From an optimization exercise on the open Yosys and OpenROAD flow, aimed at small area and few clock cycles; shortcuts taken in it are not production practice. Function was checked by simulation only, so behaviour that the tests miss may differ from the original. No driver is modelled on the clock port, so clock power and skew are understated where the tree is cut down; a real chip needs a root buffer or a tree. Power and IR drop assume default switching activity.

AL:
// BRIDGE
module BRIDGE #(
    parameter ADDR_WIDTH = 32,
    parameter DATA_WIDTH = 32
)(
    input                        hclk,
    input                        hresetn,
    input                        hselapb,
    input                        hwrite,
    input       [1:0]            htrans,
    input       [ADDR_WIDTH-1:0] haddr,
    input       [DATA_WIDTH-1:0] hwdata,
    input       [DATA_WIDTH-1:0] prdata,
    output reg  [ADDR_WIDTH-1:0] paddr,
    output      [DATA_WIDTH-1:0] pwdata,
    output reg                   psel,
    output reg                   penable,
    output reg                   pwrite,
    output                       hresp,
    output                       hready,
    output      [DATA_WIDTH-1:0] hrdata
);
Size: ~110 cells after synthesis, roughly 35 flip-flops, ~200 I/O pins, about 1600 µm² of cells after synthesis.
==> flow/config.mk <==
export PLATFORM = sky130hd
export DESIGN_NAME = BRIDGE
export DESIGN_NICKNAME = BRIDGE
export VERILOG_FILES = /design/flow/design.v
export SDC_FILE = /design/flow/constraint.sdc
export NUM_CORES = 8
export LEC_CHECK = 0
export CAP_MARGIN = 20
export CORE_MARGIN = 2
export CORE_UTILIZATION = 40
export SLEW_MARGIN = 20
==> flow/constraint.sdc <==
create_clock -name core_clock -period 5.0 [get_ports {hclk}]
set_input_delay 1.0000 -clock core_clock [delete_from_list [all_inputs] [get_ports {hclk}]]
set_output_delay 1.0000 -clock core_clock [all_outputs]
set_load 0.01 [all_outputs]
standard.sh (not shown) runs the stock make flow with config.mk's settings and CLKGATE_MAP_FILE= SYNTH_SCRIPT=/design/flow/synth_recipe.tcl, a recipe that flattens the netlist after the stock synthesis.
==> flow/flow/run.sh <==
#!/bin/bash
# Standard ORFS layout with the smallest buffer (buf_1) on the ports and a
# small clock tree without dummy loads.
set -euo pipefail
bash standard.sh finish \
  BUFFER_PORTS_ARGS="-buffer_cell sky130_fd_sc_hd__buf_1" \
  CTS_ARGS="-sink_clustering_enable -sink_clustering_size 50 -sink_clustering_max_diameter 500 -repair_clock_nets -dont_use_dummy_load -wire_unit 100 -buf_list sky130_fd_sc_hd__clkbuf_8 -root_buf sky130_fd_sc_hd__clkbuf_8" \
  > standard.log 2>&1
Every stage of the flow completed for AL, and the final layout passed the timing, design-rule and antenna checks.
Testbench counts of AL, summed over its fixed seeds: cycles 9,608.
## Diff of input files: JK against AL
- a change of CORE_UTILIZATION from 40 to 70
==> flow/flow/run.sh <==
#!/bin/bash
# Standard ORFS layout with the smallest buffer (buf_1) on the ports and the
# clock driven from a single clock buffer (see post_cts.tcl).
set -euo pipefail
here=$(pwd)
export CLOCK_ROOT_CELL=${CLOCK_ROOT_CELL:-sky130_fd_sc_hd__clkbuf_16}
bash standard.sh finish \
  BUFFER_PORTS_ARGS="-buffer_cell sky130_fd_sc_hd__buf_1" \
  CTS_ARGS="-sink_clustering_enable -repair_clock_nets -dont_use_dummy_load -buf_list sky130_fd_sc_hd__clkbuf_8 -root_buf sky130_fd_sc_hd__clkbuf_8" \
  POST_CTS_TCL="$here/flow/post_cts.tcl" \
  > standard.log 2>&1
==> flow/flow/post_cts.tcl (new file) <==
# Collapse the clock tree that CTS built to its root buffer: every sink of a
# leaf buffer moves to the root buffer's output net, the leaf buffers are
# deleted and the root buffer is resized to drive all the flip-flops.
set root_cell $::env(CLOCK_ROOT_CELL)
set block [ord::get_db_block]
set root [$block findInst clkbuf_0_hclk]
set root_net [[$root findITerm X] getNet]
foreach it [$root_net getITerms] {
  set inst [$it getInst]
  if { $inst == $root } { continue }
  set master [[$inst getMaster] getName]
  if { [string match "sky130_fd_sc_hd__clkbuf_*" $master] } {
    set leaf_net [[$inst findITerm X] getNet]
    foreach lit [$leaf_net getITerms] {
      if { [$lit getInst] == $inst } { continue }
      $lit disconnect
      $lit connect $root_net
    }
    $it disconnect
    [$inst findITerm X] disconnect
    odb::dbInst_destroy $inst
    odb::dbNet_destroy $leaf_net
  }
}
replace_cell clkbuf_0_hclk $root_cell
detailed_placement
check_placement -verbose
estimate_parasitics -placement
report_clock_skew
### Flow results
Status(JK) = ERROR, stage = I/O pin placement (3_2_place_iop). JK -> AL: post-synthesis instance total delta 0, exact match. JK: number of placement rows 5 below AL. The x dimension of the die reported for JK is smaller than that of AL by about 23%.

========
BRIDGE again, from the RTL that the note above started with.
Design BRIDGE, start of the top module:
module BRIDGE #(
    parameter ADDR_WIDTH = 32,
    parameter DATA_WIDTH = 32
)(
    input                        hclk,
    input                        hresetn,
    input                        hselapb,
    input                        hwrite,
    input       [1:0]            htrans,
    input       [ADDR_WIDTH-1:0] haddr,
    input       [DATA_WIDTH-1:0] hwdata,
    input       [DATA_WIDTH-1:0] prdata,
    output reg  [ADDR_WIDTH-1:0] paddr,
    output      [DATA_WIDTH-1:0] pwdata,
    output reg                   psel,
    output reg                   penable,
    output reg                   pwrite,
    output                       hresp,
    output                       hready,
    output      [DATA_WIDTH-1:0] hrdata
);
    wire valid = hselapb & htrans[1];
    assign hready = ~psel | penable;
    assign hresp  = 1'b0;
    assign pwdata = hwdata;
    assign hrdata = prdata;
    always @(posedge hclk or negedge hresetn) begin
        if (!hresetn) begin
            psel    <= 1'b0;
            penable <= 1'b0;
        end else begin
            psel    <= (hready & valid) | (psel & ~penable);
            penable <= psel & ~penable;
        end
    end
    always @(posedge hclk) begin
        if (hready) begin
            paddr  <= haddr;
            pwrite <= hwrite;
        end
    end
endmodule
clock: 5.0 ns
lec_check: 0
cap_margin: 20
core_margin: 2
core_utilization: 40
slew_margin: 20
==> flow/flow/run.sh <==
#!/bin/bash
# Standard ORFS layout with the smallest buffer (buf_1) on the ports and a
# clock tree built from small clock buffers without dummy loads.
set -euo pipefail
bash standard.sh finish \
  BUFFER_PORTS_ARGS="-buffer_cell sky130_fd_sc_hd__buf_1" \
  CTS_ARGS="-sink_clustering_enable -repair_clock_nets -dont_use_dummy_load -buf_list sky130_fd_sc_hd__clkbuf_4 -root_buf sky130_fd_sc_hd__clkbuf_4" \
  > standard.log 2>&1
The baseline completed without violations.
Testbench counts at the start, summed over its fixed seeds: cycles 9,608.
Edit:
==> flow/flow/run.sh (replaced) <==
#!/bin/bash
# Standard ORFS layout with the smallest buffer (buf_1) on the ports and a
# small clock tree without dummy loads.
set -euo pipefail
bash standard.sh finish \
  BUFFER_PORTS_ARGS="-buffer_cell sky130_fd_sc_hd__buf_1" \
  CTS_ARGS="-sink_clustering_enable -sink_clustering_size 50 -sink_clustering_max_diameter 500 -repair_clock_nets -dont_use_dummy_load -buf_list sky130_fd_sc_hd__clkbuf_8 -root_buf sky130_fd_sc_hd__clkbuf_8" \
  > standard.log 2>&1
Outcome:
- clock power rose by 37%
- design area rose by 2.2%
- wire length rose by 0.44%
- via count hardly moves
Edit:
==> flow/flow/run.sh (replaced) <==
#!/bin/bash
# Standard ORFS layout with the smallest buffer (buf_1) on the ports and the
# clock driven from a single clock buffer (see post_cts.tcl).
set -euo pipefail
here=$(pwd)
export CLOCK_ROOT_CELL=${CLOCK_ROOT_CELL:-sky130_fd_sc_hd__clkbuf_16}
bash standard.sh finish \
  BUFFER_PORTS_ARGS="-buffer_cell sky130_fd_sc_hd__buf_1" \
  CTS_ARGS="-sink_clustering_enable -repair_clock_nets -dont_use_dummy_load -buf_list sky130_fd_sc_hd__clkbuf_8 -root_buf sky130_fd_sc_hd__clkbuf_8" \
  POST_CTS_TCL="$here/flow/post_cts.tcl" \
  > standard.log 2>&1
==> flow/flow/post_cts.tcl (new file) <==
# Collapse the clock tree that CTS built to its root buffer: every sink of a
# leaf buffer moves to the root buffer's output net, the leaf buffers are
# deleted and the root buffer is resized to drive all the flip-flops.
set root_cell $::env(CLOCK_ROOT_CELL)
set block [ord::get_db_block]
set root [$block findInst clkbuf_0_hclk]
set root_net [[$root findITerm X] getNet]
foreach it [$root_net getITerms] {
  set inst [$it getInst]
  if { $inst == $root } { continue }
  set master [[$inst getMaster] getName]
  if { [string match "sky130_fd_sc_hd__clkbuf_*" $master] } {
    set leaf_net [[$inst findITerm X] getNet]
    foreach lit [$leaf_net getITerms] {
      if { [$lit getInst] == $inst } { continue }
      $lit disconnect
      $lit connect $root_net
    }
    $it disconnect
    [$inst findITerm X] disconnect
    odb::dbInst_destroy $inst
    odb::dbNet_destroy $leaf_net
  }
}
replace_cell clkbuf_0_hclk $root_cell
detailed_placement
check_placement -verbose
estimate_parasitics -placement
report_clock_skew
Result:
- The new run ran to the end with no violations
- final area goes down by 3.0%
- worst setup slack is better by 58 ps
- routed wire length hardly moves
- die area is unchanged
- critical path depth stays the same
- non-clock buffer count is unchanged
Edit:
==> flow/run.sh (new file) <==
#!/bin/bash
# synth_recipe.tcl (not shown) runs the flow's synth.tcl, then flattens the netlist and writes it again
# the make line also repeats each setting of config.mk as NAME=value (left out here)
make -C /OpenROAD-flow-scripts/flow DESIGN_CONFIG=/design/flow/config.mk WORK_HOME=/design/flow/orfs CLKGATE_MAP_FILE= SYNTH_SCRIPT=/design/flow/synth_recipe.tcl finish
removed: flow/flow/run.sh
removed: flow/flow/post_cts.tcl
removed: flow/standard.sh
After rerunning: The changed run completed with no timing, DRC or antenna violations; combinational power went up by well over a third; total power went up by a quarter to a third; global-route usage went down by 0.35 points; clock skew is about the same.
Edit:
==> flow/flow/run.sh (new file) <==
#!/bin/bash
# Standard ORFS layout with the smallest buffer (buf_1) on the ports and a
# small clock tree without dummy loads.
set -euo pipefail
bash standard.sh finish \
  BUFFER_PORTS_ARGS="-buffer_cell sky130_fd_sc_hd__buf_1" \
  CTS_ARGS="-repair_clock_nets -dont_use_dummy_load -wire_unit 100 -buf_list sky130_fd_sc_hd__clkbuf_8 -root_buf sky130_fd_sc_hd__clkbuf_8" \
  > standard.log 2>&1
==> flow/standard.sh (new file) <==
#!/bin/bash
# synth_recipe.tcl (not shown) runs the flow's synth.tcl, then flattens the netlist and writes it again
# the make line also repeats each setting of config.mk as NAME=value (left out here)
make -C /OpenROAD-flow-scripts/flow DESIGN_CONFIG=/design/flow/config.mk WORK_HOME=/design/flow/orfs CLKGATE_MAP_FILE= SYNTH_SCRIPT=/design/flow/synth_recipe.tcl "${@:-finish}"
removed: flow/run.sh
After rerunning: Fmax rises by 20%; clock power falls by 12%; routed wire length falls by 5.2%.

==> static timing again, ports no longer ideal <==
How much do the figures lean on ideal ports? The routed layouts below were timed once more, with nothing changed but the port constraints.
Step 1 sets driving cells, clkbuf_16 on the clock port and buf_2 on the other inputs (assumed; they add their load-dependent delay and slew).
Step 2, shift: input delay + t, output delay - t, t = (earliest + latest rising clock arrival at the registers) / 2. This alone moves slack from input paths to output paths.
a / b / c = ideal ports / drivers / drivers and shift; a / b = the first two.
run | t, ns | setup slack, ns | worst hold slack (ns)
AL | 0.287 | 2.741 / 2.717 / 2.922 | 0.516 / 0.516 / 0.803
the first run of note 2 | 0.339 | 2.683 / 2.662 / 2.918 | 0.461 / 0.464 / 0.803
the second run of note 2 | 0.295 | 2.732 / 2.708 / 2.924 | 0.509 / 0.509 / 0.804
the third run of note 2 | 0.200 | 2.790 / 2.762 / 2.924 | 0.579 / 0.575 / 0.775
the fourth run of note 2 | 0.300 | 2.290 / 2.264 / 2.565 | 0.817 / 0.817 / 0.817
the fifth run of note 2 | 0.287 | 2.741 / 2.717 / 2.922 | 0.516 / 0.516 / 0.803
After both steps setup and hold are still met in every run listed.
